Background: an optimization exercise with open tools, aiming at small area, a short achievable clock period and few clock cycles per item. Do not read the settings as production practice.
In this exercise RTL edits were held to simulation tests only and were not proved equivalent to the original.
Power is estimated from default activity; no workload was simulated.

==> flow/design.v, too long to show whole: its modules and the start of the top module <==
// module cnn_kernel: 1237 lines
// module cnn_fa: 4 lines
// module cnn_topCore: 173 lines
module cnn_topCore (
    clk             ,
    reset_n         ,
    i_soft_reset    ,
    i_in_valid      ,
    i_in_kind       ,
    i_in_data       ,
    o_in_ready      ,
    o_ot_valid      ,
    o_ot_data       ,
    i_ot_ready
    );
  // ...
==> flow/flow/run.sh <==
#!/bin/bash
set -o pipefail
cp standard.sh standard_sh.txt
export SETUP_SLACK_MARGIN=${MARGIN:-6.5}
bash standard.sh > standard.log 2>&1
==> flow/standard.sh <==
#!/bin/bash
# synth_recipe.tcl (not shown) runs the flow's synth.tcl, then flattens the netlist and writes it again
# the make line also repeats each setting of config.mk as NAME=value (left out here)
make -C /OpenROAD-flow-scripts/flow DESIGN_CONFIG=/design/flow/config.mk WORK_HOME=/design/flow/orfs CLKGATE_MAP_FILE= SYNTH_SCRIPT=/design/flow/synth_recipe.tcl "${@:-finish}"
==> flow/config.mk <==
export PLATFORM = sky130hd
export DESIGN_NAME = cnn_topCore
export DESIGN_NICKNAME = cnn_topCore
export VERILOG_FILES = /design/flow/design.v
export SDC_FILE = /design/flow/constraint.sdc
export NUM_CORES = 4
export LEC_CHECK = 0
export CAP_MARGIN = 20
export CORE_MARGIN = 2
export CORE_UTILIZATION = 40
export SLEW_MARGIN = 20
export SYNTH_HIERARCHICAL = 1
export SYNTH_MINIMUM_KEEP_SIZE = 0
==> flow/constraint.sdc <==
create_clock -name core_clock -period 10.0 [get_ports {clk}]
set_input_delay 2.0000 -clock core_clock [delete_from_list [all_inputs] [get_ports {clk}]]
set_output_delay 2.0000 -clock core_clock [all_outputs]
set_load 0.01 [all_outputs]
==> run notes, run 1 <==
Outcome:
- The flow ran to the end and the layout has no timing, DRC or antenna violations.

Timing:
- Setup repair after global routing could not meet its margin everywhere.
- The number of hold violations in the final report is 0.
- The transition time at the pin with the least slew margin is roughly 1.2 ns.
- The worst path needs 3.79 ns of the cycle, external delays included.

Synth:
- The sequential share of the synthesized area is 0.394.
- The number of different library cells used by synthesis comes to 78.
- The compound-cell area share of the yosys netlist was 0.135.
- The adder and majority cell fraction of the synthesized area is 0.250.
- The Yosys step of the flow raised 11 warnings.
- Among all flip-flop cells after synthesis, the most frequent one is sky130_fd_sc_hd__dfxtp_1.
- The post-synthesis cell type with the largest combined area is sky130_fd_sc_hd__dfxtp_1.

Clock network:
- Buffers inserted to repair hold after CTS numbered 0.
- TritonCTS built the clock tree.
- After clock tree synthesis, the repair step resized 791 gates.

GRT:
- The met2 demand-to-capacity share in global routing is 0.406.
- Entering global routing, the biggest net connects 133 pins.
- The total global routing track utilization is 0.277.

Layout:
- The post-layout instance area is 0.164 mm2.
- The fraction of area in multi-input gates is 0.502.
- Relative to the synthesized area, the layout overhead comes to 17.8%.
- The filler cells instantiated in the layout total 30253.
- The number of multi-input combinational cells in the layout is 7861.

Drt:
- In the final routing, the length of wire on met1 measures about 200 mm.
- After the first detailed-routing iteration, the DRC count stood at 12516.
- The detailed-router iteration count before antenna repair is 6.

Power:
- The sum of internal, switching and leakage power is 38.6 mW.
- The peak ir drop on the vdd network is 0.196 mV.

Critical path:
- The setup check on the worst reg-to-reg path leaves a slack of around 6.4 ns.
- Counting cells, the worst reg-to-reg path comes to 14.
- The slowest stage of the critical path is the sky130_fd_sc_hd__edfxtp_1 cell.
- The kind of cell adding the most delay to the critical path is buffers and inverters.
- STA classifies the critical path endpoint as an output port.
- Of all nets on the critical path, the largest fanout is 6.
- The reg-to-reg startpoint is u11.flip$_DFF_P_.
- The critical path capture point is o_ot_data[25].
- The required time of the worst setup path is 8.00 ns.

Floorplanning:
- The starting density of the core is 0.402.
- For this floorplan the total number of well-tap instances is 4578.
- The floorplan die area is 0.352 mm2.
- Measured along the x axis, the die boundary spans just under 600 um.
- The number of I/O pins is 72.

Placed design:
- The placer's final routability congestion estimate is 0.936.

Hold path:
- In this run the worst hold path is classified as reg2reg.
Testbench counts, summed over its fixed seeds: cycles 3,416, images 128.
==> run 2: changes to the inputs <==
==> flow/flow/run.sh (replaced) <==
#!/bin/bash
set -o pipefail
cp standard.sh standard_sh.txt
export SETUP_SLACK_MARGIN=${MARGIN:-6.2}
bash standard.sh > standard.log 2>&1
==> run 2 against run 1 <==
- still clean
- utilization decreased by 2.3 points
- non-clock buffer count decreased by 325
- synthesized area unchanged
- sequential share of layout area increased by 1.5 points
- synthesized cell count unchanged
- die area unchanged
- global-route usage decreased by 0.31 points
- via count decreased by 3.4%
- total power decreased by 3.0%
- combinational power decreased by 8%
- routed wire length decreased by 5.4%
- critical path type is now reg2reg
==> run notes, run 2 <==
Drt:
- The routed wire length per instance is 30.8 um (was 32.1 um).
- The remaining number of nets flagged by the antenna check after routing is 0 (unchanged).
- The total wire length after detailed routing is 498 mm (was 526 mm).
- The met3 routed wirelength is 55.1 mm (was 65.3 mm).
- The post-detailed-route DRC marker count is 0 (unchanged).
- The overall via count from detail_route is 94903 (was 98198).
- The ratio of routed vias to standard cells is 5.88 (was 5.99).
- The met2 routed wirelength was 207 mm (was 222 mm).
- The highest layer used for signal routing is met5 (unchanged).
- The violation count after the first detailed-routing iteration is 10939 (was 12516).
- The detailed-router iteration count before antenna repair is 6 (unchanged).
- The wire length on met1 is 204 mm (was 203 mm).

Timing:
- Unrepaired setup endpoints after global routing: yes (unchanged).
- The post-route minimum period is 3.82 ns (was 3.79 ns).
- The summed negative setup slack over all endpoints is 0 ns (unchanged).
- The post-route fraction of the period consumed by the critical path is 0.382 (was 0.379).
- The number of hold violations in the final report is 0 (unchanged).
- The final number of setup-violating endpoints is 0 (unchanged).
- The max-slew violation total from the final report is 0 (unchanged).
- The transition time at the pin with the least slew margin is 1.36 ns (was 1.22 ns).
- The post-route worst hold slack is 0.392 ns (was 0.385 ns).
- The maximum clock frequency is 262 MHz (was 264 MHz).
- The clock skew after layout is 0.0578 ns (was 0.0603 ns).
- The worst-case headroom to the max-slew limit is 0.0941 (was 0.188).

Layout:
- The count of nets after finishing is 13212 (was 13536).
- Commonest cells after routing, fill and taps aside: sky130_fd_sc_hd__dfxtp_1 (1720), sky130_fd_sc_hd__xnor2_1 (1450), sky130_fd_sc_hd__fa_1 (1380), sky130_fd_sc_hd__a22oi_1 (1137), sky130_fd_sc_hd__edfxtp_1 (597) (was sky130_fd_sc_hd__dfxtp_1 (1593), sky130_fd_sc_hd__xnor2_1 (1430), sky130_fd_sc_hd__fa_1 (1317), sky130_fd_sc_hd__a22oi_1 (1080), sky130_fd_sc_hd__edfxtp_1 (597)).
- Registers with the most flip-flops: ring (420), wr0 (288), wr1 (288) (unchanged).
- The area added between synthesis and finish is 12.0% (was 17.8%).
- The flip-flop count of the largest register after layout is 420 (unchanged).
- The register ranked first by flip-flop count is ring (unchanged).
- The count of fill cells added during filler insertion is 31096 (was 30253).
- The fraction of layout instances using a drive strength above 1 came to 0.128 (was 0.190).
- The leading cell type in the layout, fill and taps excluded is sky130_fd_sc_hd__dfxtp_1 (unchanged).

Synth:
- The number of synthesized flops with an enable pin was 597 (unchanged).
- The async set or reset register ratio after synthesis came to 0.0132 (unchanged).
- The post-synthesis cell type count is 78 (unchanged).
- The area fraction of the dominant cell type after synthesis is 0.259 (unchanged).
- The register bit total from synthesis is 2429 (unchanged).
- The flip-flop cell with the highest count after synthesis is sky130_fd_sc_hd__dfxtp_1 (unchanged).
- Cell types occupying the most area after synthesis: sky130_fd_sc_hd__dfxtp_1 (26%), sky130_fd_sc_hd__fa_1 (20%), sky130_fd_sc_hd__edfxtp_1 (13%) (unchanged).
- The yosys synthesis warning count is 11 (unchanged).
- The number of cells produced by synthesis came to 11412 (unchanged).
- Post-synth top cells: sky130_fd_sc_hd__dfxtp_1 (1800), sky130_fd_sc_hd__xnor2_1 (1450), sky130_fd_sc_hd__fa_1 (1380), sky130_fd_sc_hd__a22oi_1 (1137), sky130_fd_sc_hd__clkbuf_1 (747) (unchanged).
- The post-synthesis cell type with the largest combined area is sky130_fd_sc_hd__dfxtp_1 (unchanged).
- The mean instance size in the synthesized netlist came to 12.2 um2 (unchanged).
- The cell area after synthesis is 0.139 mm2 (unchanged).
- The most instantiated library cell after synthesis is sky130_fd_sc_hd__dfxtp_1 (unchanged).
- The sequential share of the synthesized area came to 0.394 (unchanged).

Clock network:
- The source-to-sink clock delay at the later pin of the worst-skew pair is 0.96 ns (about the same).
- The maximum level of the CTS H-tree was 5 (unchanged).
- The clock root buffer is sky130_fd_sc_hd__clkbuf_16 (unchanged).
- The clock tree from TritonCTS is yes (unchanged).
- The number of buffers inserted by hold repair at cts is 0 (unchanged).
- The clock-pin transition on the worst setup and hold timing paths is 0.06 ns (was 0.07 ns).
- The maximum clock path buffer count is 4 (unchanged).
- The number of buffers created by CTS came to 278 (unchanged).
- The number of sinks driven by the clock tree came to 2429 (unchanged).

Power:
- The power per standard cell area came to 240 mW/mm2 (was 236 mW/mm2).
- The peak ir drop on the vdd network is 0.186 mV (was 0.196 mV).
- The sum of internal, switching and leakage power is 37.4 mW (was 38.6 mW).
- The cell leakage power is 61.6 nW (was 64.6 nW).

Critical path:
- The reg-to-reg startpoint is u11.hold$_DFF_P_ (was u11.flip$_DFF_P_).
- The internal reg-to-reg setup slack is 6.18 ns (was 6.41 ns).
- The kind of critical path is reg2reg (was reg2out).
- The worst-path cell with the longest stage delay is sky130_fd_sc_hd__fa_1 (was sky130_fd_sc_hd__edfxtp_1).
- Cell breakdown of the critical path: buf_4 -> a22o_1 -> fa_1 -> fa_1 -> ha_1 -> a21o_1 -> a21oi_1 -> nor2b_1 -> a311oi_4 -> buf_4 -> a21boi_1 -> o311a_1 -> nor3_1 (was buf_12 -> buf_12 -> buf_6).
- The maximum cell stage delay along the critical path came to 0.57 ns (was 0.41 ns).
- The element type at the critical path start is a register (unchanged).
- The beginning of the critical path is u11.hold$_DFF_P_ (was obuf[20]$_DFFE_PN_).
- The sort of element at the end of the critical path is a register (was output port).
- The endpoint of the worst-slack reg-to-reg timing path is u11.o_a0[20]$_DFF_P_ (unchanged).
- The required time of the worst setup path is 10.84 ns (was 8.00 ns).
- The kind of cell adding the most delay to the critical path is adder cells (was buffers and inverters).
- The count of cells along the worst register-to-register path is 13 (was 14).
- The number of buffers and inverters on the critical path came to 2 (was 3).
- The largest fanout on the critical path was 8 (was 6).
- The critical path data arrival time is 4.67 ns (was 1.79 ns).

GRT:
- The total global routing track utilization is 0.274 (was 0.277).
- The largest net degree at the start of global routing is 181 (was 133).
- The global route total overflow is 0 (unchanged).
- The number of antenna violations at the first check in global routing is 102 (was 96).
- The via count of the first global-routing pass is 96080 (was 97831).
- The first-pass GRT wire length came to 701 mm (was 710 mm).

Hold path:
- The worst min-delay path category was reg2reg (unchanged).
- The launch point of the worst hold path is wr0[4][20]$_DFFE_PP_ (was wr0[2][10]$_DFFE_PP_).
- The worst-case hold path end point is wr0[3][20]$_DFFE_PP_ (was wr0[1][10]$_DFFE_PP_).
- The number of stages on the worst hold path was 0 (unchanged).

Placed design:
- The placer's final routability congestion estimate is 0.946 (was 0.936).
- The number of buffers added on ports came to 71 (unchanged).
- The placed wire-length estimate is 346 mm (was 336 mm).

Floorplanning:
- The number of placement rows came to 216 (unchanged).
- The starting density of the core is 0.402 (unchanged).
- The area of the core is 0.346 mm2 (unchanged).
- The number of I/O pins is 72 (unchanged).
- The floorplan die area is 0.352 mm2 (unchanged).
- The width of the die is 593 um (unchanged).
- The height of the die came to 593 um (unchanged).

Outcome:
- Run status: complete, no violations (unchanged).

Job:
- The max-capacitance violation count is 0 (unchanged).
run 2: cell counts after synthesis:
No cell type changed its count.
run 2: through the flow:
step	utilization	instances	setup WS (ns)	instance area [um2]
finish	0.450	16146	6.18	156000
global placement	0.417	15479	4.63	144000
global route	0.449	16077	6.09	155000
floorplan	-	11464	4.45	139000
CTS	0.447	16007	6.09	155000
detailed placement	0.417	15479	4.69	144000
run 2: final cells by class:
type / instances / area, um2 / area share
well taps: 4578 / 5730 / 0.0368
clock inverters: 146 / 1860 / 0.0119
multi-input cells: 7862 / 80400 / 0.517
repair buffers: 368 / 3640 / 0.0234
clock buffers: 358 / 7710 / 0.0496
diodes: 114 / 285 / 0.00183
flip-flops and latches: 2429 / 54900 / 0.353
inverters: 291 / 1100 / 0.00707
run 2: how the worst max path moves through the flow:
stage | endpoint | slack [ns] | cells after the start
6_report | u11.o_a0[20]$_DFF_P_ | 6.18 | 13
5_1_grt | u11.o_a0[18]$_DFF_P_ | 6.09 | 13
4_1_cts | o_ot_data[28] | 6.09 | 3
3_5_place_dp | rdy$_DFF_PN0_ | 4.69 | 9
3_3_place_gp | rdy$_DFF_PN0_ | 4.63 | 9
2_1_floorplan | wr0[0][0]$_DFFE_PP_ | 4.45 | 6
run 2: what timing repair did:
action	4_1_cts	5_1_grt
cloned	5	4
resized for setup	153	152
endpoints found under the setup margin	267	145
buffers inserted	19	21
pin swaps	10	21
run 2: kinds of logic (layout without fill, tap and decap cells):
group / count (synthesis) / after routing / synth area share
AOI/OAI and AO/OA: 2581 / 2581 / 0.135
xor gates and xnor gates: 1717 / 1717 / 0.108
adders and majority gates: 1944 / 1944 / 0.250
buffers and inverters: 1177 / 1163 / 0.0327
DFF: 2429 / 2429 / 0.394
muxes: 544 / 544 / 0.0435
other: 8 / 174 / 0.000216
and+or+nand+nor: 1012 / 1016 / 0.0365
run 2: worst reg2reg max path: cells and delay by family, from the launching register on:
family          cells  cell delay (ns)
simple gates        2             0.27
compound gates      6             1.32
flops               1             0.40
fa+ha+maj           3             1.36
buf+inv             2             0.38
run 2: per-module statistics from Yosys (local to each module, per instance):
| module | cells inside | flops+latches | copies in the design |
|---|---|---|---|
| cnn_fa | 1 | 0 | 1356 |
| cnn_topCore | 2256 | 1241 | 1 |
| cnn_kernel | 1950 | 297 | 4 |
run 2: power by group:
| group | total, mW | internal, mW | switching, mW |
|---|---|---|---|
| Clock | 10.8 | 6.34 | 4.43 |
| Combinational | 14.0 | 6.11 | 7.89 |
| Sequential | 12.6 | 11.3 | 1.28 |
| Total | 37.4 | 23.8 | 13.6 |
run 2: metal layers:
layer / GRT usage / vias up
li1: - / 39756
met1: 0.363 / 48428
met2: 0.391 / 5487
met3: 0.0911 / 1174
met4: 0.156 / 58
met5: 0.00365 / -
==> module cnn_topCore, before the edit <==
module cnn_topCore (
    clk             ,
    reset_n         ,
    i_soft_reset    ,
    i_in_valid      ,
    i_in_kind       ,
    i_in_data       ,
    o_in_ready      ,
    o_ot_valid      ,
    o_ot_data       ,
    i_ot_ready
    );
input               clk         ;
input               reset_n     ;
input               i_soft_reset;
input               i_in_valid  ;
input               i_in_kind   ;    
input     [31 : 0]  i_in_data   ;
output              o_in_ready  ;
output              o_ot_valid  ;
output    [31 : 0]  o_ot_data   ;
input               i_ot_ready  ;
localparam ACC = 21;
reg        rdy;
reg  [4:0] fcnt;             
wire in_fire = i_in_valid & rdy & ~i_soft_reset;
wire w_fire  = in_fire &  i_in_kind;
wire f_fire  = in_fire & ~i_in_kind;
wire [4:0] fcnt_next = f_fire ? ((fcnt == 5'd23) ? 5'd0 : fcnt + 5'd1) : fcnt;
reg  [31:0] din;             
reg         l_v;             
reg  [4:0]  l_cnt;           
always @(posedge clk) din <= i_in_data;
wire [1:0] l_ich = l_cnt[4:3];
wire [1:0] l_iy  = l_cnt[2:1];
wire       l_h   = l_cnt[0];
wire rotate = l_v & l_h & (l_iy != 2'd3);
integer li, di;
reg  [47:0] dig_d;
reg  [7:0]  px;
reg  [2:0]  tri3;
always @(*) begin
    dig_d = 48'd0;
    for (li = 0; li < 4; li = li + 1) begin
        px = l_h ? din[(3-li)*8 +: 8] : din[li*8 +: 8];
        for (di = 0; di < 4; di = di + 1) begin
            tri3 = {px[2*di+1], px[2*di], (di == 0) ? 1'b0 : px[2*di-1]};
            dig_d[(li*4+di)*3 + 0] = l_v & (tri3[1] ^ tri3[0]);
            dig_d[(li*4+di)*3 + 1] = l_v & ((tri3 == 3'b100) | (tri3 == 3'b011));
            dig_d[(li*4+di)*3 + 2] = l_v & tri3[2] & ~(tri3[1] & tri3[0]);
        end
    end
end
reg  [31:0] negc_d;
integer nd;
always @(*) begin
    negc_d = 32'd0;
    for (nd = 0; nd < 4; nd = nd + 1) begin
        negc_d[nd*3 +: 3]      = dig_d[(0*4+nd)*3+2] + dig_d[(1*4+nd)*3+2] + dig_d[(2*4+nd)*3+2] + dig_d[(3*4+nd)*3+2];
        negc_d[12 + nd*2 +: 2] = dig_d[(1*4+nd)*3+2] + dig_d[(2*4+nd)*3+2] + dig_d[(3*4+nd)*3+2];
        negc_d[20 + nd*2 +: 2] = dig_d[(2*4+nd)*3+2] + dig_d[(3*4+nd)*3+2];
        negc_d[28 + nd]        = dig_d[(3*4+nd)*3+2];
    end
end
reg  [31:0] negc;
always @(posedge clk) negc <= negc_d;
reg         m_v;             
reg  [4:0]  m_cnt;
wire [1:0] m_ich = m_cnt[4:3];
wire [1:0] m_iy  = m_cnt[2:1];
wire       m_h   = m_cnt[0];
wire act0 = m_v & (m_iy != 2'd3);    
wire act1 = m_v & (m_iy != 2'd0);    
reg [31:0] wr0 [0:8];
reg [31:0] wr1 [0:8];
reg [31:0] win;              
reg        win_v;
always @(posedge clk) win <= i_in_data;
integer q;
always @(posedge clk) begin
    if (win_v | rotate) begin
        for (q = 0; q < 8; q = q + 1) begin
            wr0[q] <= wr0[q+1];
            wr1[q] <= wr1[q+1];
        end
        wr0[8] <= win_v ? wr1[0] : wr0[0];
        wr1[8] <= win_v ? win : wr1[0];
    end
end
function [31:0] wop;
    input [31:0] k;
    input        fwd;
    input        rev;
    begin
        wop = ({32{fwd}} & k) | ({32{rev}} & {k[7:0], k[15:8], k[23:16], k[31:24]});
    end
endfunction
wire en_f0 = l_v & (l_iy != 2'd3) & ~l_h;
wire en_r0 = l_v & (l_iy != 2'd3) &  l_h;
wire en_f1 = l_v & (l_iy != 2'd0) & ~l_h;
wire en_r1 = l_v & (l_iy != 2'd0) &  l_h;
reg [31:0] w00, w01, w10, w11;
always @(posedge clk) begin
    w00 <= wop(wr0[0], en_f0, en_r0);
    w01 <= wop(wr0[8], en_f1, en_r1);
    w10 <= wop(wr1[0], en_f0, en_r0);
    w11 <= wop(wr1[8], en_f1, en_r1);
end
wire clr0 = (m_ich == 2'd0) & (m_iy == 2'd0) & ~m_h;
wire clr1 = (m_ich == 2'd0) & (m_iy == 2'd1) & ~m_h;
reg last2;
wire [ACC-1:0] a00_0, a00_1, a00_2, a00_3, a00_4;
wire [ACC-1:0] a01_0, a01_1, a01_2, a01_3, a01_4;
wire [ACC-1:0] a10_0, a10_1, a10_2, a10_3, a10_4;
wire [ACC-1:0] a11_0, a11_1, a11_2, a11_3, a11_4;
cnn_kernel u00 (.clk(clk), .i_dig_d(dig_d), .i_w(w00), .i_negc(negc), .i_act(act0), .i_clr(clr0),
    .o_a0(a00_0), .o_a1(a00_1), .o_a2(a00_2), .o_a3(a00_3), .o_a4(a00_4));
cnn_kernel u01 (.clk(clk), .i_dig_d(dig_d), .i_w(w01), .i_negc(negc), .i_act(act1), .i_clr(clr1),
    .o_a0(a01_0), .o_a1(a01_1), .o_a2(a01_2), .o_a3(a01_3), .o_a4(a01_4));
cnn_kernel u10 (.clk(clk), .i_dig_d(dig_d), .i_w(w10), .i_negc(negc), .i_act(act0), .i_clr(clr0),
    .o_a0(a10_0), .o_a1(a10_1), .o_a2(a10_2), .o_a3(a10_3), .o_a4(a10_4));
cnn_kernel u11 (.clk(clk), .i_dig_d(dig_d), .i_w(w11), .i_negc(negc), .i_act(act1), .i_clr(clr1),
    .o_a0(a11_0), .o_a1(a11_1), .o_a2(a11_2), .o_a3(a11_3), .o_a4(a11_4));
reg [ACC-1:0] ring [0:19];
reg [ACC-1:0] obuf;
reg           ov;
reg           pending;       
reg  [4:0]    kcnt;          
reg  [4:0]    pos;           
wire ot_fire   = ov & i_ot_ready & ~i_soft_reset;
wire ring_free = (kcnt == 5'd20);
wire load      = pending & ring_free;
wire or_take   = (~ov | ot_fire) & ~ring_free & (pos == kcnt);
wire [4:0] kcnt_next = load ? 5'd0 : (or_take ? kcnt + 5'd1 : kcnt);
wire [ACC*20-1:0] res = {
    a11_0, a11_1, a11_2, a11_3, a11_4,
    a10_0, a10_1, a10_2, a10_3, a10_4,
    a01_0, a01_1, a01_2, a01_3, a01_4,
    a00_0, a00_1, a00_2, a00_3, a00_4 };
integer e;
always @(posedge clk) begin
    for (e = 0; e < 20; e = e + 1)
        ring[e] <= load ? res[e*ACC +: ACC] : ring[(e+1) % 20];
    if (or_take) obuf <= ring[0];
end
always @(posedge clk or negedge reset_n) begin
    if (!reset_n) begin
        rdy <= 1'b0; fcnt <= 5'd0; l_v <= 1'b0; win_v <= 1'b0; l_cnt <= 5'd0; m_v <= 1'b0; m_cnt <= 5'd0;
        last2 <= 1'b0;
        pending <= 1'b0; kcnt <= 5'd20; pos <= 5'd0; ov <= 1'b0;
    end else if (i_soft_reset) begin
        rdy <= 1'b0; fcnt <= 5'd0; l_v <= 1'b0; win_v <= 1'b0; l_cnt <= 5'd0; m_v <= 1'b0; m_cnt <= 5'd0;
        last2 <= 1'b0;
        pending <= 1'b0; kcnt <= 5'd20; pos <= 5'd0; ov <= 1'b0;
    end else begin
        fcnt   <= fcnt_next;
        rdy    <= (fcnt_next != 5'd0) | (kcnt_next == 5'd20);
        l_v    <= f_fire;
        win_v  <= w_fire;
        l_cnt  <= fcnt;
        m_v    <= l_v;
        m_cnt  <= l_cnt;
        last2  <= m_v & (m_cnt == 5'd23);
        pending <= last2 | (pending & ~load);
        kcnt   <= kcnt_next;
        pos    <= load ? 5'd0 : ((pos == 5'd19) ? 5'd0 : pos + 5'd1);
        ov     <= or_take | (ov & ~ot_fire);
    end
end
assign o_in_ready = rdy;
assign o_ot_valid = ov;
assign o_ot_data  = {{(32-ACC){obuf[ACC-1]}}, obuf};
endmodule
==> run 3: changes to the inputs <==
--- a/flow/design.v
+++ b/flow/design.v
@@ -1425,3 +1425,18 @@
 assign o_ot_valid = ov;
-assign o_ot_data  = {{(32-ACC){obuf[ACC-1]}}, obuf};
+wire [31:ACC] osign;
+genvar gs;
+generate
+    for (gs = ACC; gs < 32; gs = gs + 1) begin : g_sign
+        cnn_obit u_obit (.clk(clk), .i_en(or_take), .i_d(ring[0][ACC-1]), .o_q(osign[gs]));
+    end
+endgenerate
+assign o_ot_data  = {osign, obuf};
+endmodule
+module cnn_obit (
+    input  wire clk,
+    input  wire i_en,
+    input  wire i_d,
+    output reg  o_q
+);
+always @(posedge clk) if (i_en) o_q <= i_d;
 endmodule
==> flow/flow/run.sh (replaced) <==
#!/bin/bash
set -o pipefail
cp standard.sh standard_sh.txt
export SETUP_SLACK_MARGIN=${MARGIN:-6.5}
bash standard.sh > standard.log 2>&1
==> run 3 against run 2 <==
- still clean on timing, DRC and antenna
- routed wire length down 1.6%
- critical path depth down 7
- synthesized cell count up 7.9%
- clock power about the same
- worst hold slack worse by 0.014 ns
- combinational power up 4%
- clock-buffer cell count down 12
- clock skew up 0.013 ns
- non-clock buffer count up 246
- die area up 0.38%
- synthesized area up 0.38%
- sequential share of layout area down 0.96 points
- largest power group unchanged
- highest routed layer unchanged
==> run notes, run 3 <==
Clock network:
- The maximum level of the CTS H-tree was 5 (unchanged).
- The clock root buffer is sky130_fd_sc_hd__clkbuf_16 (unchanged).
- The source-to-sink clock delay at the later pin of the worst-skew pair came to 0.97 ns (was 0.96 ns).
- The clock tree from TritonCTS was yes (unchanged).
- The number of sinks driven by the clock tree was 2440 (was 2429).
- The maximum clock path buffer count was 4 (unchanged).
- The number of buffers created by CTS is 276 (was 278).
- The clock-pin transition on the worst setup and hold timing paths is 0.06 ns (about the same).
- The number of buffers inserted by hold repair at cts is 0 (unchanged).

Critical path:
- The required time of the worst setup path is 10.79 ns (was 10.84 ns).
- The internal reg-to-reg setup slack is 6.43 ns (was 6.18 ns).
- The kind of cell adding the most delay to the critical path was adder cells (unchanged).
- The logic depth of the worst path, buffers included is 6 (was 13).
- The endpoint of the worst-slack reg-to-reg timing path is u11.r1_1[9]$_DFF_P_ (was u11.o_a0[20]$_DFF_P_).
- Cell breakdown of the critical path: a22oi_1 -> xnor2_1 -> fa_1 -> fa_1 -> fa_1 -> fa_1 (was buf_4 -> a22o_1 -> fa_1 -> fa_1 -> ha_1 -> a21o_1 -> a21oi_1 -> nor2b_1 -> a311oi_4 -> buf_4 -> a21boi_1 -> o311a_1 -> nor3_1).
- The element type at the critical path start is a register (unchanged).
- The most repeated library cell on the critical path is sky130_fd_sc_hd__fa_1.
- The critical path data arrival time is 4.36 ns (was 4.67 ns).
- The sort of element at the end of the critical path is a register (unchanged).
- The largest fanout on the critical path is 16 (was 8).
- The maximum cell stage delay along the critical path was 0.96 ns (was 0.57 ns).
- The kind of critical path is reg2reg (unchanged).
- The worst-path cell with the longest stage delay is sky130_fd_sc_hd__dfxtp_1 (was sky130_fd_sc_hd__fa_1).
- The count of cells along the worst register-to-register path is 6 (was 13).
- The reg-to-reg startpoint is w11[18]$_DFF_P_ (was u11.hold$_DFF_P_).
- The number of buffers and inverters on the critical path was 0 (was 2).

GRT:
- The first-pass GRT wire length is 671 mm (was 701 mm).
- The via count of the first global-routing pass is 95728 (was 96080).
- The total global routing track utilization is 0.258 (was 0.274).
- The global route total overflow came to 0 (unchanged).
- The largest net degree at the start of global routing is 131 (was 181).
- The number of antenna violations at the first check in global routing came to 62 (was 102).

Floorplanning:
- The area of the core came to 0.347 mm2 (was 0.346 mm2).
- The floorplan die area is 0.354 mm2 (was 0.352 mm2).
- The height of the die came to 595 um (was 593 um).
- The number of placement rows came to 216 (unchanged).
- The starting density of the core is 0.402 (about the same).
- The number of I/O pins came to 72 (unchanged).
- The width of the die came to 595 um (was 593 um).

Synth:
- Cell types occupying the most area after synthesis: sky130_fd_sc_hd__dfxtp_1 (26%), sky130_fd_sc_hd__fa_1 (20%), sky130_fd_sc_hd__edfxtp_1 (13%) (unchanged).
- The register bit total from synthesis is 2440 (was 2429).
- The post-synthesis cell type count is 80 (was 78).
- The mean instance size in the synthesized netlist is 11.3 um2 (was 12.2 um2).
- The area fraction of the dominant cell type after synthesis was 0.258 (was 0.259).
- The yosys synthesis warning count is 15 (was 11).
- Post-synth top cells: sky130_fd_sc_hd__dfxtp_1 (1800), sky130_fd_sc_hd__nand2_1 (1523), sky130_fd_sc_hd__xnor2_1 (1450), sky130_fd_sc_hd__fa_1 (1380), sky130_fd_sc_hd__a22oi_1 (1136) (was sky130_fd_sc_hd__dfxtp_1 (1800), sky130_fd_sc_hd__xnor2_1 (1450), sky130_fd_sc_hd__fa_1 (1380), sky130_fd_sc_hd__a22oi_1 (1137), sky130_fd_sc_hd__clkbuf_1 (747)).
- The number of cells produced by synthesis is 12314 (was 11412).
- The sequential share of the synthesized area is 0.395 (was 0.394).
- The number of synthesized flops with an enable pin is 608 (was 597).
- The post-synthesis cell type with the largest combined area is sky130_fd_sc_hd__dfxtp_1 (unchanged).
- The flip-flop cell with the highest count after synthesis is sky130_fd_sc_hd__dfxtp_1 (unchanged).
- The async set or reset register ratio after synthesis came to 0.0131 (was 0.0132).
- The most instantiated library cell after synthesis is sky130_fd_sc_hd__dfxtp_1 (unchanged).
- The cell area after synthesis was 0.140 mm2 (was 0.139 mm2).

Timing:
- The final number of setup-violating endpoints came to 0 (unchanged).
- The clock skew after layout is 0.0705 ns (was 0.0578 ns).
- The maximum clock frequency is 280 MHz (was 262 MHz).
- The transition time at the pin with the least slew margin is 1.20 ns (was 1.36 ns).
- The final worst-path setup slack is 6.43 ns (was 6.18 ns).
- The summed negative setup slack over all endpoints is 0 ns (unchanged).
- The number of hold violations in the final report is 0 (unchanged).
- The worst-case headroom to the max-slew limit is 0.196 (was 0.0941).
- Unrepaired setup endpoints after global routing: yes (unchanged).
- The post-route minimum period is 3.57 ns (was 3.82 ns).
- The max-slew violation total from the final report is 0 (unchanged).
- The post-route fraction of the period consumed by the critical path is 0.357 (was 0.382).

Drt:
- The total wire length after detailed routing is 490 mm (was 498 mm).
- The violation count after the first detailed-routing iteration was 11834 (was 10939).
- The routed wire length per instance is 28.5 um (was 30.8 um).
- The overall via count from detail_route is 99307 (was 94903).
- The remaining number of nets flagged by the antenna check after routing came to 0 (unchanged).
- The post-detailed-route DRC marker count was 0 (unchanged).
- The ratio of routed vias to standard cells was 5.78 (was 5.88).
- The detailed-router iteration count before antenna repair is 8 (was 6).

Hold path:
- The launch point of the worst hold path was wr1[2][19]$_DFFE_PP_ (was wr0[4][20]$_DFFE_PP_).
- The number of stages on the worst hold path is 0 (unchanged).
- The worst-case hold path end point is wr1[1][19]$_DFFE_PP_ (was wr0[3][20]$_DFFE_PP_).
- The worst min-delay path category was reg2reg (unchanged).

Outcome:
- Run status: complete, no violations (unchanged).

Layout:
- The flip-flop count of the largest register after layout is 420 (unchanged).
- The area added between synthesis and finish was 16.2% (was 12.0%).
- Registers with the most flip-flops: ring (420), wr0 (288), wr1 (288) (unchanged).
- The register ranked first by flip-flop count was ring (unchanged).
- The count of nets after finishing is 14319 (was 13212).
- Commonest cells after routing, fill and taps aside: sky130_fd_sc_hd__dfxtp_1 (1616), sky130_fd_sc_hd__nand2_1 (1521), sky130_fd_sc_hd__xnor2_1 (1436), sky130_fd_sc_hd__fa_1 (1338), sky130_fd_sc_hd__a22oi_1 (1091) (was sky130_fd_sc_hd__dfxtp_1 (1720), sky130_fd_sc_hd__xnor2_1 (1450), sky130_fd_sc_hd__fa_1 (1380), sky130_fd_sc_hd__a22oi_1 (1137), sky130_fd_sc_hd__edfxtp_1 (597)).
- The fraction of layout instances using a drive strength above 1 is 0.131 (was 0.128).
- The leading cell type in the layout, fill and taps excluded is sky130_fd_sc_hd__dfxtp_1 (unchanged).

Placed design:
- The post-place setup slack came to 5.55 ns (was 4.69 ns).
- The placer's final routability congestion estimate is 0.923 (was 0.946).
- The placed wire-length estimate came to 314 mm (was 346 mm).
- The number of buffers added on ports came to 71 (unchanged).

Power:
- The peak ir drop on the vdd network is 0.221 mV (was 0.186 mV).
- The cell leakage power is 65.0 nW (was 61.6 nW).
- The power per standard cell area is 231 mW/mm2 (was 240 mW/mm2).

Job:
- The max-capacitance violation count is 0 (unchanged).
## run 3: changes by cell type in the layout (fill, tap and decap cells not counted), moves of 34 or more
cell | previous run | this run
sky130_fd_sc_hd__a22oi_2 | 0 | 45
sky130_fd_sc_hd__ha_1 | 560 | 513
sky130_fd_sc_hd__dfxtp_1 | 1720 | 1616
sky130_fd_sc_hd__nand2_1 | 264 | 1521
sky130_fd_sc_hd__buf_12 | 23 | 115
sky130_fd_sc_hd__o21ai_0 | 270 | 236
sky130_fd_sc_hd__buf_4 | 208 | 265
sky130_fd_sc_hd__diode_2 | 114 | 47
sky130_fd_sc_hd__fa_2 | 0 | 42
sky130_fd_sc_hd__clkbuf_16 | 285 | 335
sky130_fd_sc_hd__dfxtp_4 | 16 | 117
sky130_fd_sc_hd__a22oi_1 | 1137 | 1091
sky130_fd_sc_hd__mux2_2 | 485 | 64
sky130_fd_sc_hd__fa_1 | 1380 | 1338
## run 3: Yosys stat by module (local to each module, per instance)
module	flops+latches	cells inside
cnn_fa	0	1
cnn_kernel	297	1950
cnn_obit	1	1
cnn_topCore	1241	3147
## run 3: kinds of logic after synthesis
kind of cell             after synthesis  share of synthesized area
adder cells (fa/ha/maj)             1944                      0.249
AND/OR/NAND/NOR                     2280                     0.0707
multiplexers                         122                    0.00933
XOR/XNOR                            1717                      0.108
AO/OA/AOI/OAI                       2583                      0.135
other                                  8                   0.000215
flip-flops                          2440                      0.395
buffers and inverters               1220                     0.0337
## run 3: power by group
part / switching, mW / internal [mW]
clock: 4.39 / 6.16
combinational: 7.77 / 6.69
sequential: 1.12 / 11.4
total: 13.3 / 24.2
## run 3: cell type report
class | instances | area (um2)
multi-input cells | 8710 | 81800
repair buffers | 614 | 8270
inverters | 295 | 1120
well taps | 4578 | 5730
clock inverters | 151 | 1760
fillers | 31214 | 185000
clock buffers | 346 | 7650
diodes | 47 | 118
flip-flops and latches | 2440 | 55600
## run 3: through the flow
stage,util,area (um2),hold slack (ns),std cells,power [mW]
floorplan,-,140000,0.353,12366,22.2
CTS,0.453,157000,0.375,16916,36.3
finish,0.467,162000,0.378,17181,37.5
detailed placement,0.417,145000,0.404,16324,25.3
global route,0.467,162000,0.382,17142,39.6
global placement,0.417,145000,0.400,16324,25.2
## run 3: how the worst max path moves through the flow
| stage | slack [ns] | to | start |
|---|---|---|---|
| 3_3_place_gp | 5.58 | wr1[7][15]$_DFFE_PP_ | l_cnt[0]$_DFF_PN0_ |
| 2_1_floorplan | 4.47 | wr0[0][0]$_DFFE_PP_ | l_cnt[0]$_DFF_PN0_ |
| 5_1_grt | 6.37 | u00.o_a0[20]$_DFF_P_ | u00.flip$_DFF_P_ |
| 6_report | 6.43 | u11.r1_1[9]$_DFF_P_ | w11[18]$_DFF_P_ |
| 3_5_place_dp | 5.55 | wr1[7][6]$_DFFE_PP_ | l_cnt[0]$_DFF_PN0_ |
| 4_1_cts | 6.44 | o_ot_data[16] | obuf[16]$_DFFE_PN_ |
## run 3: what timing repair did
action	4_1_cts	5_1_grt
resized for setup	614	624
setup buffers	64	164
gates cloned	31	54
pin swaps	40	206
setup endpoints to repair	863	296
## run 3: per-layer routing
metal	global-route usage	routed length (um)	vias to the layer above
li1	-	-	42416
met1	0.345	195000	49503
met2	0.371	205000	6015
met3	0.0945	63100	1329
met4	0.118	26100	44
met5	0.00297	421	-
Testbench counts of run 3, summed over its fixed seeds: cycles 3,416, images 128.
==> run 4: changes to the inputs <==
==> flow/flow/run.sh (replaced) <==
#!/bin/bash
set -o pipefail
cp standard.sh standard_sh.txt
export SETUP_SLACK_MARGIN=${MARGIN:-6.0}
bash standard.sh > standard.log 2>&1
==> run 4 against run 3 <==
- still clean
- first-iteration DRC count shrank 9.3%
- global-route usage shrank 0.76 points
- non-clock buffer count shrank 298
- routed wire length shrank 7.1%
- cell area shrank 4.8%
- largest power group unchanged
==> run notes, run 4 <==
Outcome:
- Run status: complete, no violations (unchanged).

Synth:
- The sequential share of the synthesized area is 0.395 (unchanged).
- The post-synthesis cell type count is 80 (unchanged).
- The number of cells produced by synthesis is 12314 (unchanged).
- The mean instance size in the synthesized netlist was 11.3 um2 (unchanged).
- Post-synth top cells: sky130_fd_sc_hd__dfxtp_1 (1800), sky130_fd_sc_hd__nand2_1 (1523), sky130_fd_sc_hd__xnor2_1 (1450), sky130_fd_sc_hd__fa_1 (1380), sky130_fd_sc_hd__a22oi_1 (1136) (unchanged).
- The async set or reset register ratio after synthesis came to 0.0131 (unchanged).
- The cell area after synthesis was 0.140 mm2 (unchanged).
- The most instantiated library cell after synthesis is sky130_fd_sc_hd__dfxtp_1 (unchanged).
- The register bit total from synthesis is 2440 (unchanged).
- The area fraction of the dominant cell type after synthesis is 0.258 (unchanged).
- The post-synthesis cell type with the largest combined area is sky130_fd_sc_hd__dfxtp_1 (unchanged).
- The flip-flop cell with the highest count after synthesis was sky130_fd_sc_hd__dfxtp_1 (unchanged).
- The number of synthesized flops with an enable pin is 608 (unchanged).
- The yosys synthesis warning count is 15 (unchanged).
- Cell types occupying the most area after synthesis: sky130_fd_sc_hd__dfxtp_1 (26%), sky130_fd_sc_hd__fa_1 (20%), sky130_fd_sc_hd__edfxtp_1 (13%) (unchanged).

GRT:
- The first-pass GRT wire length is 655 mm (was 671 mm).
- The via count of the first global-routing pass is 94194 (was 95728).
- The number of antenna violations at the first check in global routing is 42 (was 62).
- The global route total overflow is 0 (unchanged).
- The largest net degree at the start of global routing was 192 (was 131).
- The total global routing track utilization is 0.251 (was 0.258).

Floorplanning:
- The width of the die is 595 um (unchanged).
- The height of the die came to 595 um (unchanged).
- The area of the core is 0.347 mm2 (unchanged).
- The starting density of the core is 0.402 (unchanged).
- The floorplan die area is 0.354 mm2 (unchanged).
- The number of I/O pins was 72 (unchanged).
- The number of placement rows is 216 (unchanged).

Drt:
- The overall via count from detail_route is 95499 (was 99307).
- The routed wire length per instance is 27.0 um (was 28.5 um).
- The total wire length after detailed routing was 455 mm (was 490 mm).
- The detailed-router iteration count before antenna repair is 7 (was 8).
- The remaining number of nets flagged by the antenna check after routing is 0 (unchanged).
- The post-detailed-route DRC marker count is 0 (unchanged).
- The violation count after the first detailed-routing iteration was 10735 (was 11834).
- The ratio of routed vias to standard cells was 5.66 (was 5.78).

Power:
- The peak ir drop on the vdd network came to 0.187 mV (was 0.221 mV).
- The switching power as a share of total power is 0.353 (was 0.354).
- The net load switching power was 12.6 mW (was 13.3 mW).
- The part of the power in the clock network is 0.289 (was 0.282).
- The sequential power share is 0.347 (was 0.333).
- The internal power is 23.2 mW (was 24.2 mW).
- The cell leakage power came to 62.0 nW (was 65.0 nW).
- The combinational power share is 0.363 (was 0.386).
- The power per standard cell area is 232 mW/mm2 (was 231 mW/mm2).

Placed design:
- The placement-stage cell area came to 0.145 mm2 (about the same).
- The placer's final routability congestion estimate is 0.937 (was 0.923).
- The placed wire-length estimate is 313 mm (was 314 mm).
- The number of buffers added on ports was 71 (unchanged).

Critical path:
- The reg-to-reg startpoint is w10[8]$_DFF_P_ (was w11[18]$_DFF_P_).
- The critical path data arrival time was 4.78 ns (was 4.36 ns).
- The largest fanout on the critical path came to 18 (was 16).
- The most repeated library cell on the critical path is sky130_fd_sc_hd__fa_1 (unchanged).
- The worst-path cell with the longest stage delay is sky130_fd_sc_hd__dfxtp_1 (unchanged).
- The required time of the worst setup path is 10.80 ns (was 10.79 ns).
- The endpoint of the worst-slack reg-to-reg timing path was u10.r1_1[8]$_DFF_P_ (was u11.r1_1[9]$_DFF_P_).
- The kind of critical path is reg2reg (unchanged).
- The sort of element at the end of the critical path was a register (unchanged).
- The count of cells along the worst register-to-register path is 8 (was 6).
- The element type at the critical path start is a register (unchanged).
- The maximum cell stage delay along the critical path is 0.61 ns (was 0.96 ns).
- Cell breakdown of the critical path: buf_4 -> a22oi_1 -> xnor2_1 -> fa_1 -> fa_1 -> fa_1 -> fa_1 -> fa_1 (was a22oi_1 -> xnor2_1 -> fa_1 -> fa_1 -> fa_1 -> fa_1).
- The internal reg-to-reg setup slack is 6.02 ns (was 6.43 ns).

Timing:
- The maximum clock frequency is 251 MHz (was 280 MHz).
- The final number of setup-violating endpoints was 0 (unchanged).
- The worst-case headroom to the max-slew limit is 0.174 (was 0.196).
- The post-route minimum period was 3.98 ns (was 3.57 ns).
- Unrepaired setup endpoints after global routing: no (was yes).
- The post-route fraction of the period consumed by the critical path was 0.398 (was 0.357).
- The max-slew violation total from the final report is 0 (unchanged).
- The summed negative setup slack over all endpoints came to 0 ns (unchanged).
- The transition time at the pin with the least slew margin came to 1.24 ns (was 1.20 ns).
- The number of hold violations in the final report is 0 (unchanged).
- The clock skew after layout is 0.0582 ns (was 0.0705 ns).

Layout:
- The flip-flop count of the largest register after layout is 420 (unchanged).
- The register ranked first by flip-flop count is ring (unchanged).
- The count of nets after finishing is 14020 (was 14319).
- The fraction of layout instances using a drive strength above 1 came to 0.0749 (was 0.131).
- The area added between synthesis and finish is 10.6% (was 16.2%).
- Commonest cells after routing, fill and taps aside: sky130_fd_sc_hd__dfxtp_1 (1726), sky130_fd_sc_hd__nand2_1 (1521), sky130_fd_sc_hd__xnor2_1 (1450), sky130_fd_sc_hd__fa_1 (1380), sky130_fd_sc_hd__a22oi_1 (1136) (was sky130_fd_sc_hd__dfxtp_1 (1616), sky130_fd_sc_hd__nand2_1 (1521), sky130_fd_sc_hd__xnor2_1 (1436), sky130_fd_sc_hd__fa_1 (1338), sky130_fd_sc_hd__a22oi_1 (1091)).
- The post-layout instance area is 0.154 mm2 (was 0.162 mm2).
- The leading cell type in the layout, fill and taps excluded is sky130_fd_sc_hd__dfxtp_1 (unchanged).
- Registers with the most flip-flops: ring (420), wr0 (288), wr1 (288) (unchanged).

Clock network:
- The number of buffers created by CTS is 279 (was 276).
- The maximum clock path buffer count is 4 (unchanged).
- The source-to-sink clock delay at the later pin of the worst-skew pair is 0.93 ns (was 0.97 ns).
- The number of sinks driven by the clock tree is 2440 (unchanged).
- The maximum level of the CTS H-tree is 5 (unchanged).
- The number of buffers inserted by hold repair at cts is 0 (unchanged).
- The clock root buffer is sky130_fd_sc_hd__clkbuf_16 (unchanged).
- The clock tree from TritonCTS is yes (unchanged).
- The clock-pin transition on the worst setup and hold timing paths is 0.06 ns (about the same).

Hold path:
- The worst-case hold path end point is wr0[1][10]$_DFFE_PP_ (was wr1[1][19]$_DFFE_PP_).
- The worst min-delay path category is reg2reg (unchanged).
- The launch point of the worst hold path was wr0[2][10]$_DFFE_PP_ (was wr1[2][19]$_DFFE_PP_).
- The number of stages on the worst hold path is 0 (unchanged).

Job:
- The max-capacitance violation count came to 0 (unchanged).
## run 4: layout make-up
class	instances	area (um2)
fill	32051	192000
multi-input combinational	8706	80200
sequential	2440	55200
clock buffer	355	7680
tap	4578	5730
timing repair buffer	316	2810
clock inverter	149	1520
inverter	295	1110
antenna	38	95.1
## run 4: worst max-delay path by stage
stage,from,endpoint,depth (start not counted)
2_1_floorplan,l_cnt[0]$_DFF_PN0_,wr0[0][0]$_DFFE_PP_,6
3_3_place_gp,i_soft_reset,kcnt[4]$_DFF_PN1_,8
3_5_place_dp,i_soft_reset,kcnt[4]$_DFF_PN1_,8
4_1_cts,u00.hold$_DFF_P_,u00.o_a2[17]$_DFF_P_,14
5_1_grt,u11.flip$_DFF_P_,u11.o_a2[17]$_DFF_P_,14
6_report,w10[8]$_DFF_P_,u10.r1_1[8]$_DFF_P_,8
## run 4: modules after synthesis (local to each module, per instance)
module | cell area, um2 | times used | flip-flops and latches
cnn_topCore | 40500 | 1 | 1241
cnn_kernel | 17900 | 4 | 297
cnn_obit | 30.0 | 11 | 1
cnn_fa | 20.0 | 1356 | 0
## run 4: critical path: cells and delay by family, from the launching register on
kind            cells  cell delay [ns]
fa+ha+maj           5             2.43
flops               1             0.61
buf+inv             1             0.42
xor+xnor            1             0.20
compound gates      1             0.17
## run 4: power by group through the flow
stage / sequential, mW / clock (mW) / combinational [mW]
2_1_floorplan: 12.1 / 0 / 10.1
3_3_place_gp: 12.6 / 0 / 12.5
3_5_place_dp: 12.6 / 0 / 12.6
4_1_cts: 12.4 / 10.5 / 12.8
5_1_grt: 12.5 / 10.9 / 14.5
6_report: 12.4 / 10.4 / 13.0
## run 4: kinds of logic (layout without fill, tap and decap cells)
| logic type | count (synthesis) | in the layout | share of synthesized area |
|---|---|---|---|
| simple gates | 2280 | 2280 | 0.0707 |
| mux | 122 | 122 | 0.00933 |
| compound gates | 2583 | 2583 | 0.135 |
| xor+xnor | 1717 | 1717 | 0.108 |
| buf+inv | 1220 | 1115 | 0.0337 |
| flops | 2440 | 2440 | 0.395 |
| fa+ha+maj | 1944 | 1944 | 0.249 |
| other cells | 8 | 98 | 0.000215 |
## run 4: routing by layer
layer,wire [um],up-vias,GRT usage
li1,-,41736,-
met1,189000,47580,0.338
met2,191000,5098,0.363
met3,53500,1057,0.0831
met4,22100,28,0.113
met5,248,-,0.000811
## run 4: per-stage QoR
stage	utilization	setup WS, ns	hold WS [ns]	total power, mW	std cells
6_report	0.445	6.02	0.399	35.8	16877
5_1_grt	0.445	5.98	0.406	38.0	16854
4_1_cts	0.444	6.00	0.401	35.7	16829
3_5_place_dp	0.417	5.37	0.405	25.2	16325
3_3_place_gp	0.417	5.37	0.400	25.2	16325
2_1_floorplan	-	4.47	0.353	22.2	12366
## run 4: what timing repair did
action                                 CTS  global route
endpoints found under the hold margin    0             0
setup endpoints to repair               55           177
pin swaps                                0             8
resized for setup                       27            68
gates cloned                             0             4
setup buffers                            0             6
==> run 5: changes to the inputs <==
==> flow/flow/run.sh (replaced) <==
#!/bin/bash
set -o pipefail
cp standard.sh standard_sh.txt
export SETUP_SLACK_MARGIN=${MARGIN:-6.2}
bash standard.sh > standard.log 2>&1
==> run 5 against run 4 <==
- total power grew 0.44%
- synthesized area is the same
- worst hold slack is essentially flat
- setup slack gained 0.23 ns
- cell area grew 0.28%
- sequential power is essentially flat
- maximum frequency grew 6.0%
- clock power is essentially flat
- sequential share of layout area shrank 0.070 points
==> run notes, run 5 <==
Timing:
- The transition time at the pin with the least slew margin was 1.33 ns (was 1.24 ns).
- The max-slew violation total from the final report is 0 (unchanged).
- The post-route minimum period is 3.75 ns (was 3.98 ns).
- The summed negative setup slack over all endpoints is 0 ns (unchanged).
- The number of hold violations in the final report is 0 (unchanged).
- The post-route fraction of the period consumed by the critical path is 0.375 (was 0.398).
- The clock skew after layout is 0.0487 ns (was 0.0582 ns).
- The post-route worst hold slack was 0.398 ns (was 0.399 ns).
- The final worst-path setup slack was 6.25 ns (was 6.02 ns).
- The final number of setup-violating endpoints is 0 (unchanged).
- The worst-case headroom to the max-slew limit came to 0.114 (was 0.174).
- The maximum clock frequency came to 266 MHz (was 251 MHz).
- Unrepaired setup endpoints after global routing: yes (was no).

Critical path:
- Cell breakdown of the critical path: buf_6 -> a22oi_1 -> xnor2_1 -> fa_1 -> fa_1 -> fa_1 -> fa_1 -> fa_1 (was buf_4 -> a22oi_1 -> xnor2_1 -> fa_1 -> fa_1 -> fa_1 -> fa_1 -> fa_1).
- The maximum cell stage delay along the critical path is 0.54 ns (was 0.61 ns).
- The kind of cell adding the most delay to the critical path is adder cells (unchanged).
- The element type at the critical path start is a register (unchanged).
- The kind of critical path was reg2reg (unchanged).
- The reg-to-reg startpoint is u11.dig[40]$_DFF_P_ (was w10[8]$_DFF_P_).
- The number of buffers and inverters on the critical path came to 1 (unchanged).
- The count of cells along the worst register-to-register path is 8 (unchanged).
- The largest fanout on the critical path came to 32 (was 18).
- The endpoint of the worst-slack reg-to-reg timing path was u11.r1_1[9]$_DFF_P_ (was u10.r1_1[8]$_DFF_P_).
- The required time of the worst setup path is 10.79 ns (was 10.80 ns).
- The most repeated library cell on the critical path was sky130_fd_sc_hd__fa_1 (unchanged).
- The internal reg-to-reg setup slack is 6.25 ns (was 6.02 ns).
- The beginning of the critical path was u11.dig[40]$_DFF_P_ (was w10[8]$_DFF_P_).
- The sort of element at the end of the critical path is a register (unchanged).
- The critical path data arrival time was 4.55 ns (was 4.78 ns).
- The worst-path cell with the longest stage delay was sky130_fd_sc_hd__fa_1 (was sky130_fd_sc_hd__dfxtp_1).

Floorplanning:
- The starting density of the core is 0.402 (unchanged).
- The width of the die is 595 um (unchanged).
- The area of the core is 0.347 mm2 (unchanged).
- The number of I/O pins is 72 (unchanged).
- The height of the die was 595 um (unchanged).
- The floorplan die area is 0.354 mm2 (unchanged).
- The number of placement rows is 216 (unchanged).

Placed design:
- The placed wire-length estimate is 313 mm (unchanged).
- The post-place setup slack is 5.37 ns (unchanged).
- The count of placed standard cells including taps is 16325 (unchanged).
- The placer's final routability congestion estimate was 0.937 (unchanged).
- The placement-stage cell area is 0.145 mm2 (unchanged).
- The number of buffers added on ports is 71 (unchanged).

GRT:
- The number of antenna violations at the first check in global routing came to 43 (was 42).
- The first-pass GRT wire length came to 657 mm (was 655 mm).
- The global route total overflow was 0 (unchanged).
- The via count of the first global-routing pass is 94321 (was 94194).
- The largest net degree at the start of global routing is 192 (unchanged).
- The total global routing track utilization is 0.251 (about the same).

Outcome:
- Run status: complete, no violations (unchanged).

Clock network:
- The maximum level of the CTS H-tree is 5 (unchanged).
- The clock-pin transition on the worst setup and hold timing paths is 0.06 ns (about the same).
- The number of sinks driven by the clock tree is 2440 (unchanged).
- The clock tree from TritonCTS was yes (unchanged).
- The maximum clock path buffer count is 4 (unchanged).
- The clock root buffer was sky130_fd_sc_hd__clkbuf_16 (unchanged).
- The source-to-sink clock delay at the later pin of the worst-skew pair is 0.92 ns (was 0.93 ns).
- The number of buffers created by CTS came to 279 (unchanged).
- The number of buffers inserted by hold repair at cts is 0 (unchanged).

Power:
- The cell leakage power came to 62.3 nW (was 62.0 nW).
- The power per standard cell area is 232 mW/mm2 (about the same).
- The sum of internal, switching and leakage power is 35.9 mW (was 35.8 mW).
- The peak ir drop on the vdd network is 0.189 mV (was 0.187 mV).

Drt:
- The remaining number of nets flagged by the antenna check after routing is 0 (unchanged).
- The total wire length after detailed routing was 457 mm (was 455 mm).
- The routed wire length per instance is 27.0 um (about the same).
- The violation count after the first detailed-routing iteration was 10827 (was 10735).
- The overall via count from detail_route came to 95608 (was 95499).
- The detailed-router iteration count before antenna repair is 9 (was 7).
- The ratio of routed vias to standard cells is 5.66 (about the same).
- The post-detailed-route DRC marker count is 0 (unchanged).

Hold path:
- The worst min-delay path category is reg2reg (unchanged).
- The launch point of the worst hold path is wr1[1][3]$_DFFE_PP_ (was wr0[2][10]$_DFFE_PP_).
- The worst-case hold path end point was wr1[0][3]$_DFFE_PP_ (was wr0[1][10]$_DFFE_PP_).
- The number of stages on the worst hold path is 0 (unchanged).

Synth:
- The simple-gate share of the synthesized area came to 0.0707 (unchanged).
- The number of synthesized flops with an enable pin is 608 (unchanged).
- The xor/xnor cell area share of the yosys netlist came to 0.108 (unchanged).
- The cell area after synthesis is 0.140 mm2 (unchanged).
- The adder and majority cell fraction of the synthesized area is 0.249 (unchanged).
- The flip-flop cell with the highest count after synthesis is sky130_fd_sc_hd__dfxtp_1 (unchanged).
- The mean instance size in the synthesized netlist is 11.3 um2 (unchanged).
- The proportion of synthesized area in mux cells is 0.00933 (unchanged).
- The async set or reset register ratio after synthesis is 0.0131 (unchanged).
- Cell types occupying the most area after synthesis: sky130_fd_sc_hd__dfxtp_1 (26%), sky130_fd_sc_hd__fa_1 (20%), sky130_fd_sc_hd__edfxtp_1 (13%) (unchanged).
- The sequential share of the synthesized area is 0.395 (unchanged).
- The largest family of logic cells by synthesized area is adder cells (unchanged).
- The number of cells produced by synthesis is 12314 (unchanged).
- The area fraction of the dominant cell type after synthesis came to 0.258 (unchanged).
- The post-synthesis cell type with the largest combined area is sky130_fd_sc_hd__dfxtp_1 (unchanged).
- The compound-cell area share of the yosys netlist came to 0.135 (unchanged).
- The post-synthesis cell type count is 80 (unchanged).
- Post-synth top cells: sky130_fd_sc_hd__dfxtp_1 (1800), sky130_fd_sc_hd__nand2_1 (1523), sky130_fd_sc_hd__xnor2_1 (1450), sky130_fd_sc_hd__fa_1 (1380), sky130_fd_sc_hd__a22oi_1 (1136) (unchanged).
- The register bit total from synthesis is 2440 (unchanged).
- The most instantiated library cell after synthesis is sky130_fd_sc_hd__dfxtp_1 (unchanged).
- The yosys synthesis warning count is 15 (unchanged).

Layout:
- The register ranked first by flip-flop count was ring (unchanged).
- The post-layout instance area is 0.155 mm2 (was 0.154 mm2).
- The count of fill cells added during filler insertion is 32028 (was 32051).
- Registers with the most flip-flops: ring (420), wr0 (288), wr1 (288) (unchanged).
- The count of nets after finishing was 14034 (was 14020).
- The fraction of layout instances using a drive strength above 1 came to 0.0794 (was 0.0749).
- The final cell count without fillers was 16897 (was 16877).
- The flip-flop count of the largest register after layout was 420 (unchanged).
- The end-of-flow core utilization came to 0.446 (was 0.445).
- The area added between synthesis and finish is 10.9% (was 10.6%).
- Commonest cells after routing, fill and taps aside: sky130_fd_sc_hd__dfxtp_1 (1702), sky130_fd_sc_hd__nand2_1 (1521), sky130_fd_sc_hd__xnor2_1 (1450), sky130_fd_sc_hd__fa_1 (1380), sky130_fd_sc_hd__a22oi_1 (1136) (was sky130_fd_sc_hd__dfxtp_1 (1726), sky130_fd_sc_hd__nand2_1 (1521), sky130_fd_sc_hd__xnor2_1 (1450), sky130_fd_sc_hd__fa_1 (1380), sky130_fd_sc_hd__a22oi_1 (1136)).
- The leading cell type in the layout, fill and taps excluded was sky130_fd_sc_hd__dfxtp_1 (unchanged).

Job:
- The max-capacitance violation count was 0 (unchanged).
[run 5: cell count changes in the layout (fill, tap and decap cells not counted), moves of 7 or more]
| cell | previous run | this run |
|---|---|---|
| sky130_fd_sc_hd__dfxtp_4 | 8 | 15 |
| sky130_fd_sc_hd__o21ai_0 | 276 | 266 |
| sky130_fd_sc_hd__dfxtp_1 | 1726 | 1702 |
| sky130_fd_sc_hd__a21oi_1 | 276 | 269 |
| sky130_fd_sc_hd__dfxtp_2 | 66 | 83 |
| sky130_fd_sc_hd__dlygate4sd2_1 | 0 | 30 |
| sky130_fd_sc_hd__clkdlybuf4s50_1 | 70 | 40 |
| sky130_fd_sc_hd__buf_4 | 215 | 190 |
| sky130_fd_sc_hd__o21ai_1 | 7 | 16 |
| sky130_fd_sc_hd__buf_6 | 6 | 41 |
[run 5: worst register-to-register path, stage by stage (launching register included)]
cell	delay, ns
sky130_fd_sc_hd__dfxtp_1	0.32
sky130_fd_sc_hd__buf_6	0.36
sky130_fd_sc_hd__a22oi_1	0.17
sky130_fd_sc_hd__xnor2_1	0.43
sky130_fd_sc_hd__fa_1	0.53
sky130_fd_sc_hd__fa_1	0.48
sky130_fd_sc_hd__fa_1	0.40
sky130_fd_sc_hd__fa_1	0.54
sky130_fd_sc_hd__fa_1	0.42
[run 5: report_power, final]
| group | internal [mW] | leakage [nW] | total [mW] | switching [mW] |
|---|---|---|---|---|
| registers | 11.4 | 20.8 | 12.4 | 1.05 |
| logic | 5.87 | 37.0 | 13.2 | 7.28 |
| clock network | 5.98 | 4.49 | 10.4 | 4.38 |
[run 5: what timing repair did]
item | CTS | global route
pin swaps | 1 | 19
setup endpoints to repair | 295 | 130
gates cloned | 3 | 4
setup buffers | 5 | 12
endpoints found under the hold margin | 0 | 0
resized for setup | 115 | 117
[run 5: modules after synthesis (local to each module, per instance)]
module       area (um2)  flip-flops and latches  cells inside
cnn_obit           30.0                       1             1
cnn_kernel        17900                     297          1950
cnn_topCore       40500                    1241          3147
cnn_fa             20.0                       0             1
[run 5: worst max-delay path by stage]
stage                      endpoint  cells past startpoint
2_1_floorplan   wr0[0][0]$_DFFE_PP_                      6
3_3_place_gp      kcnt[4]$_DFF_PN1_                      8
3_5_place_dp      kcnt[4]$_DFF_PN1_                      8
4_1_cts        u00.o_a2[20]$_DFF_P_                     15
5_1_grt        u11.o_a2[16]$_DFF_P_                     14
6_report        u11.r1_1[9]$_DFF_P_                      8
[run 5: area by class of cell]
class                           instances  area [um2]  share of cell area
Antenna cell                           44         110            0.000711
Clock buffer                          355        7680              0.0496
Clock inverter                        149        1520             0.00985
Inverter                              295        1110             0.00720
Multi-Input combinational cell       8706       80300               0.519
Sequential cell                      2440       55300               0.357
Tap cell                             4578        5730              0.0370
Timing Repair Buffer                  330        3080              0.0199
[run 5: cells by family after synthesis]
kind of cell	count (synthesis)
compound gates	2583
xor+xnor	1717
fa+ha+maj	1944
buf+inv	1220
flops	2440
mux	122
other cells	8
simple gates	2280
[run 5: per-layer routing]
layer | global-route usage | part of all wire
met1 | 0.339 | 0.42
met2 | 0.365 | 0.42
met3 | 0.0836 | 0.12
met4 | 0.112 | 0.050
met5 | 0.000811 | 0.00046
==> run 6: changes to the inputs <==
==> flow/flow/run.sh (replaced) <==
#!/bin/bash
set -o pipefail
cp standard.sh standard_sh.txt
export SETUP_SLACK_MARGIN=${MARGIN:-6.7}
bash standard.sh > standard.log 2>&1
==> run 6 against run 5 <==
- largest cell class unchanged
- clock-buffer cell count grew 14
- critical path type unchanged
- via count grew 9.1%
- synthesized cell count is the same
- clock power is essentially flat
- global-route usage grew 4.8 points
- combinational power grew 27%
==> run notes, run 6 <==
GRT:
- The global route total overflow is 0 (unchanged).
- The number of antenna violations at the first check in global routing came to 107 (was 43).
- The largest net degree at the start of global routing is 176 (was 192).
- The first-pass GRT wire length is 758 mm (was 657 mm).
- The via count of the first global-routing pass is 100854 (was 94321).

Clock network:
- The maximum clock path buffer count came to 4 (unchanged).
- The number of sinks driven by the clock tree came to 2440 (unchanged).
- The number of buffers inserted by hold repair at cts is 0 (unchanged).
- The maximum level of the CTS H-tree came to 5 (unchanged).
- The number of buffers created by CTS is 279 (unchanged).
- The source-to-sink clock delay at the later pin of the worst-skew pair was 0.95 ns (was 0.92 ns).
- The clock-pin transition on the worst setup and hold timing paths is 0.06 ns (about the same).

Floorplanning:
- The width of the die was 595 um (unchanged).
- The starting density of the core came to 0.402 (unchanged).
- The area of the core is 0.347 mm2 (unchanged).
- The height of the die is 595 um (unchanged).

Timing:
- The post-route fraction of the period consumed by the critical path came to 0.359 (was 0.375).
- The worst-case headroom to the max-slew limit came to 0.131 (was 0.114).
- The final number of setup-violating endpoints is 0 (unchanged).
- The transition time at the pin with the least slew margin is 1.30 ns (was 1.33 ns).
- The number of hold violations in the final report is 0 (unchanged).

Drt:
- The remaining number of nets flagged by the antenna check after routing came to 0 (unchanged).
- The total wire length after detailed routing is 551 mm (was 457 mm).
- The detailed-router iteration count before antenna repair came to 7 (was 9).
- The overall via count from detail_route is 104353 (was 95608).

Critical path:
- The reg-to-reg startpoint is u10.flip$_DFF_P_ (was u11.dig[40]$_DFF_P_).
- The required time of the worst setup path is 10.76 ns (was 10.79 ns).
- The largest fanout on the critical path is 5 (was 32).
- The most repeated library cell on the critical path is sky130_fd_sc_hd__fa_1 (unchanged).
- The kind of cell adding the most delay to the critical path is adder cells (unchanged).
- The kind of critical path is reg2reg (unchanged).
- The number of buffers and inverters on the critical path came to 3 (was 1).

Synth:
- The cell area after synthesis is 0.140 mm2 (unchanged).
- The area fraction of the dominant cell type after synthesis is 0.258 (unchanged).
- The number of synthesized flops with an enable pin is 608 (unchanged).
- The post-synthesis cell type with the largest combined area was sky130_fd_sc_hd__dfxtp_1 (unchanged).
- Post-synth top cells: sky130_fd_sc_hd__dfxtp_1 (1800), sky130_fd_sc_hd__nand2_1 (1523), sky130_fd_sc_hd__xnor2_1 (1450), sky130_fd_sc_hd__fa_1 (1380), sky130_fd_sc_hd__a22oi_1 (1136) (unchanged).
- The register bit total from synthesis is 2440 (unchanged).
- The sequential share of the synthesized area was 0.395 (unchanged).

Layout:
- The area added between synthesis and finish is 23.4% (was 10.9%).
- Commonest cells after routing, fill and taps aside: sky130_fd_sc_hd__dfxtp_1 (1547), sky130_fd_sc_hd__nand2_1 (1519), sky130_fd_sc_hd__xnor2_1 (1361), sky130_fd_sc_hd__fa_1 (1137), sky130_fd_sc_hd__a22oi_1 (944) (was sky130_fd_sc_hd__dfxtp_1 (1702), sky130_fd_sc_hd__nand2_1 (1521), sky130_fd_sc_hd__xnor2_1 (1450), sky130_fd_sc_hd__fa_1 (1380), sky130_fd_sc_hd__a22oi_1 (1136)).
- The leading cell type in the layout, fill and taps excluded is sky130_fd_sc_hd__dfxtp_1 (unchanged).
- The fraction of layout instances using a drive strength above 1 is 0.219 (was 0.0794).
- The flip-flop count of the largest register after layout is 420 (unchanged).

Placed design:
- The placed wire-length estimate was 341 mm (was 313 mm).
- The placer's final routability congestion estimate came to 0.962 (was 0.937).
- The number of buffers added on ports was 71 (unchanged).

Outcome:
- Run status: complete, no violations (unchanged).

Power:
- The peak ir drop on the vdd network is 0.223 mV (was 0.189 mV).
run 6: path summary, 6_finish.rpt:
kind                                   endpoint  slack, ns  cells past startpoint
hold / removal              ring[0][18]$_DFF_P_       0.39                      2
max in group asynchronous         rdy$_DFF_PN0_       8.33                      1
setup / recovery           u10.o_a0[20]$_DFF_P_       6.41                     14
setup reg to reg           u10.o_a0[20]$_DFF_P_       6.41                     14
hold reg to reg             ring[0][18]$_DFF_P_       0.39                      2
min in group asynchronous    m_cnt[1]$_DFF_PN0_       1.13                      1
run 6: per-layer routing:
layer / vias up / track usage / wire length (um)
met5: - / 0.00811 / 850
met4: 84 / 0.191 / 44500
met3: 1927 / 0.120 / 73300
met2: 6945 / 0.417 / 223000
met1: 51923 / 0.381 / 209000
li1: 43474 / - / -
run 6: worst min-delay path, stage by stage (launching register included):
cell                      delay, ns
sky130_fd_sc_hd__dfxtp_1       0.30
sky130_fd_sc_hd__nand2_1       0.05
sky130_fd_sc_hd__nand2_1       0.05
run 6: area by class of cell:
cell class / instances / area [um2]
diodes: 91 / 228
clock buffers: 369 / 7780
clock inverters: 131 / 1510
fillers: 30021 / 175000
inverters: 295 / 1140
multi-input cells: 8710 / 85700
flip-flops and latches: 2440 / 55800
well taps: 4578 / 5730
repair buffers: 1064 / 14200
run 6: cells by family (layout without fill, tap and decap cells):
| logic type | after synthesis | in the layout | synth area share |
|---|---|---|---|
| compound gates | 2583 | 2583 | 0.135 |
| xor+xnor | 1717 | 1717 | 0.108 |
| fa+ha+maj | 1944 | 1944 | 0.249 |
| buf+inv | 1220 | 1859 | 0.0337 |
| flops | 2440 | 2440 | 0.395 |
| mux | 122 | 122 | 0.00933 |
| other cells | 8 | 151 | 0.000215 |
| simple gates | 2280 | 2284 | 0.0707 |
run 6: stage by stage:
| stage | hold WS, ns | power [mW] | utilization | setup WS (ns) |
|---|---|---|---|---|
| 6_report | 0.389 | 39.9 | 0.496 | 6.41 |
| 5_1_grt | 0.415 | 42.0 | 0.496 | 6.35 |
| 4_1_cts | 0.380 | 37.9 | 0.482 | 6.43 |
| 3_5_place_dp | 0.405 | 25.8 | 0.418 | 5.63 |
| 3_3_place_gp | 0.400 | 25.8 | 0.418 | 5.63 |
| 2_1_floorplan | 0.353 | 22.6 | - | 4.47 |
run 6: repair_timing:
action	in CTS	in global routing
setup endpoints to repair	867	438
gates resized for setup	1564	641
gates cloned	128	12
buffers inserted	434	186
pin swaps	435	585
run 6: power breakdown:
| part | internal [mW] | switching, mW | leakage, nW |
|---|---|---|---|
| registers | 11.3 | 1.26 | 20.9 |
| logic | 8.08 | 8.76 | 43.2 |
| clock network | 6.14 | 4.37 | 4.53 |
| total | 25.6 | 14.4 | 68.6 |
run 6: Yosys stat by module (local to each module, per instance):
| module | cells inside | times used | cell area [um2] |
|---|---|---|---|
| cnn_fa | 1 | 1356 | 20.0 |
| cnn_kernel | 1950 | 4 | 17900 |
| cnn_obit | 1 | 11 | 30.0 |
| cnn_topCore | 3147 | 1 | 40500 |

static timing again, ports no longer ideal:
How much do the figures lean on ideal ports? The routed layouts below were timed once more, with nothing changed but the port constraints.
Step 1, drivers: a clkbuf_16 drives clk and a buf_2 each remaining input, both assumed.
Step 2 also shifts input and output timing later by t, the mid clock arrival at the registers, as if the neighbouring blocks saw the same clock.
Slacks: ideal ports / drivers / drivers and shift; pairs: ideal ports / drivers.
run | t (ns) | slack for setup (ns) | clock arrival spread, ns
run 1 | 1.038 | 6.213 / 6.101 / 5.616 | 0.070 / 0.069
run 2 | 1.033 | 6.178 / 6.178 / 5.544 | 0.063 / 0.064
run 3 | 1.044 | 6.435 / 6.378 / 5.730 | 0.080 / 0.080
run 4 | 1.003 | 6.020 / 6.020 / 5.426 | 0.068 / 0.068
run 5 | 1.008 | 6.245 / 6.160 / 5.515 | 0.068 / 0.068
run 6 | 1.024 | 6.415 / 6.371 / 5.859 | 0.094 / 0.093
After both steps every run listed still meets setup and hold. For run 5, which loses most, drivers alone change the setup slack by -0.085 ns; drivers and shift together by -0.730 ns.
